Background: an optimization exercise with open tools, aiming at small area, a short achievable clock period and few clock cycles. Do not read the settings as production practice. In this exercise RTL edits were held to simulation tests only and were not proved equivalent to the original.

Design goldschmidt_divider_q4_4, start of the top module:
module goldschmidt_divider_q4_4 (
    input  wire       clk,
    input  wire       rst_n,
    input  wire       start,
    input  wire [7:0] numerator,
    input  wire [7:0] denominator,
    output wire [7:0] quotient,
    output reg        valid,
    output reg        error
);
clock: 8.0 ns
lec_check: 0
abc_area: 1
cap_margin: 20
core_margin: 2
core_utilization: 55
setup_slack_margin: 2.25
slew_margin: 20
standard.sh (not shown) runs the stock make flow with config.mk's settings and CLKGATE_MAP_FILE= SYNTH_SCRIPT=/design/flow/synth_recipe.tcl, a recipe that flattens the netlist after the stock synthesis.
==> flow/flow/run.sh <==
#!/bin/bash
set -euo pipefail
bash standard.sh MATCH_CELL_FOOTPRINT=0 'BUFFER_PORTS_ARGS=-buffer_cell sky130_fd_sc_hd__buf_2' finish > standard.log 2>&1
Testbench counts at the start, summed over its fixed seeds: cycles 32,000.
Next try:
- SETUP_SLACK_MARGIN: 2.25 -> 1.5
Outcome:
- The changed run produced a clean layout
- via count fell by 0.75%
- die area stays the same
- design area drops by 3.3%
- sequential share of layout area went up by 0.49 points
- synthesized cell count does not change
- first-iteration DRC count climbs by 3.1%
Next try:
- SETUP_SLACK_MARGIN: 1.5 -> 2.0
What happened: The new run passed the timing, DRC and antenna checks. Utilization rises by 0.86 points. Fmax is higher by 4.5%. Cell count stays flat. Setup slack improves by 0.25 ns. Register-to-register slack improved by 0.25 ns.


try-yarrow:
goldschmidt_divider_q4_4, a different RTL version from the one above (not shown whole).
Settings: LEC_CHECK=0, ABC_AREA=1, CAP_MARGIN=20, CORE_MARGIN=2, CORE_UTILIZATION=40, GPL_TIMING_DRIVEN=1, SETUP_SLACK_MARGIN=1.0, SLEW_MARGIN=20; clock period 8.0 ns.
Scripts as last shown in full above: flow/flow/run.sh
try-yarrow closes out successfully: all stages finished, all timing, DRC and antenna checks passed.
Testbench counts of try-yarrow, summed over its fixed seeds: cycles 32,000.
Setup changes, try-yarrow to try-maple
Settings: SETUP_SLACK_MARGIN: 1.0 -> unset; GPL_TIMING_DRIVEN: 1 -> unset.
### Flow results
try-maple completed every stage of the flow, and the final layout passed the timing, DRC and antenna checks.
Setup slack in try-maple is smaller than in try-yarrow.
try-yarrow -> try-maple: via count flat
Comparing try-yarrow with try-maple, the post-route worst hold slack came out essentially unchanged.
Per the comparison of try-maple with try-yarrow, count of unique library cells instantiated by Yosys comparable; clock period minus worst slack now sits higher; cell area went down by 0.38%.
As far as sequential share of layout area is concerned, try-maple and try-yarrow perform about the same.
| routed wire length | try-yarrow vs try-maple | ≈ equal |
Input changes introduced in try-nickel (baseline for comparison: try-maple):
Settings: an added SETUP_SLACK_MARGIN of 1.0.
--- outcome ---
Diff try-maple -> try-nickel: arrival time at the worst endpoint down 260 ps; final-layout non-clock buffer area share flat; hold slack flat.
Looking at layout cell share with drive strength beyond 1 across try-maple and try-nickel, the one that comes out lower is try-maple.
try-maple -> try-nickel: register area delta 0, exact match
Routed wire length: try-maple vs try-nickel — no meaningful difference
try-nickel vs. try-maple: via count now sits at about the same level; register share of the cell area roughly the same.
## Diff of input files: try-quartz against try-nickel
Settings: swapping 40 for 55 in CORE_UTILIZATION.
The wire length on met1 on try-quartz is in line with that on try-nickel. Compared try-quartz vs try-nickel, and routed via count divided by cell count is up in try-quartz. In terms of upper clock frequency limit, try-quartz and try-nickel differ only marginally. Placed wire-length estimate after detailed placement ended up about 3% lower on try-quartz than on try-nickel. Compare try-nickel and try-quartz | flip-flop and latch share of the layout cell area higher: try-quartz. Compared try-quartz against try-nickel; data arrival at the endpoint of the critical path within noise. try-quartz against try-nickel: layout clock buffer count +4, overall via count from detail_route +38, aggregate routed wire length -470 µm.
Changes in try-pepper relative to try-quartz:
Settings: SETUP_SLACK_MARGIN now 1.5, was 1.0; CORE_UTILIZATION now 40, was 55.
### Flow results
- try-pepper went all the way through the flow, and no timing, DRC or antenna check failed.
- Per the comparison of try-pepper with try-quartz, cell area after placement climbed about 1%, post-detailed-route via-to-cell ratio dropped about 4%.
- Of try-quartz and try-pepper, the lower final critical-path setup slack belongs to try-quartz.
- Changes observed in try-pepper relative to try-quartz: endpoint required time on the critical path neither gained nor lost much; share of the core filled with cells went down 14 points; maximum single-stage delay on the critical path decreased by 60 ps relative to the old numbers; part of the cycle the worst path needs now smaller.
- In the tables for try-quartz and try-pepper, area of the placeable core reads lower with try-quartz.
Modified inputs, try-zinc compared to try-pepper
==> flow/flow/run.sh <==
#!/bin/bash
# The standard layout (the standard.sh: ORFS synthesis to the final
# layout, unchanged), with two settings changed: timing repair may swap a cell
# for one of another footprint (sky130hd's platform config restricts repair to
# same-footprint sizes), and the buffer put on every input and output port is
# a buf_2 rather than the resizer's default pick. The whole ORFS run's output
# goes to standard.log.
set -euo pipefail
bash standard.sh MATCH_CELL_FOOTPRINT=0 'BUFFER_PORTS_ARGS=-buffer_cell sky130_fd_sc_hd__buf_2' finish > standard.log 2>&1
--- outcome ---
Per the comparison of try-zinc with try-pepper, cell count of the worst reg-to-reg path flat; cell area flat; fmax flat; fraction of area in clock buffers and inverters flat; number of logic stages on the critical path including buffering flat.
As far as global-route usage goes, try-zinc and try-pepper are indistinguishable; the numbers are identical.
On synthesized-area fraction occupied by xor and xnor cells, try-zinc and try-pepper are neck and neck.
Changes observed in try-zinc relative to try-pepper: core footprint closely matched the old numbers, routability congestion estimate closely matched the old numbers, worst hold slack closely matched the old numbers.
Cell area after synthesis came out exactly the same in try-zinc and try-pepper.

[what the ideal ports hide]
No port has a modelled driver above. Below, the same layouts with a new extraction and two added sets of constraints.
Step 1 (the two cells are an assumption about what drives the block):
set clk [get_ports {clk}]
set_driving_cell -lib_cell sky130_fd_sc_hd__clkbuf_16 $clk
set_driving_cell -lib_cell sky130_fd_sc_hd__buf_2 [delete_from_list [all_inputs] $clk]
Step 2 adds t to the input delays and takes it off the output delays; t is the mean of the earliest and latest rising clock arrival at the registers after step 1. Input paths then give back, and output paths get back, about the clock's delay inside the block.
a / b / c = ideal ports / drivers / drivers and shift; a / b = the first two.
run	shift t [ns]	setup WS [ns]	clock arrival spread, ns	worst register clock-pin slew, ns	worst slew at a driven data input, ns
the first run of note 1	0.374	2.517 / 2.476 / 2.284	0.015 / 0.016	0.07 / 0.07	0.03
the second run of note 1	0.373	2.148 / 2.148 / 2.148	0.015 / 0.015	0.07 / 0.07	0.03
the third run of note 1	0.374	2.399 / 2.399 / 2.301	0.013 / 0.013	0.07 / 0.07	0.03
try-yarrow	0.382	1.527 / 1.486 / 1.624	0.014 / 0.014	0.07 / 0.07	0.03
try-maple	0.382	1.266 / 1.225 / 1.543	0.015 / 0.015	0.07 / 0.07	0.03
try-nickel	0.382	1.527 / 1.486 / 1.624	0.014 / 0.014	0.07 / 0.07	0.03
try-quartz	0.376	1.525 / 1.483 / 1.622	0.011 / 0.010	0.06 / 0.06	0.03
try-pepper	0.382	1.647 / 1.606 / 1.828	0.015 / 0.015	0.07 / 0.07	0.03
try-zinc	0.382	1.647 / 1.606 / 1.828	0.015 / 0.015	0.07 / 0.07	0.03
After both steps setup and hold are still met in every run listed. For the first run of note 1, which loses most, drivers alone change the setup slack by -0.041 ns; drivers and shift together by -0.233 ns.
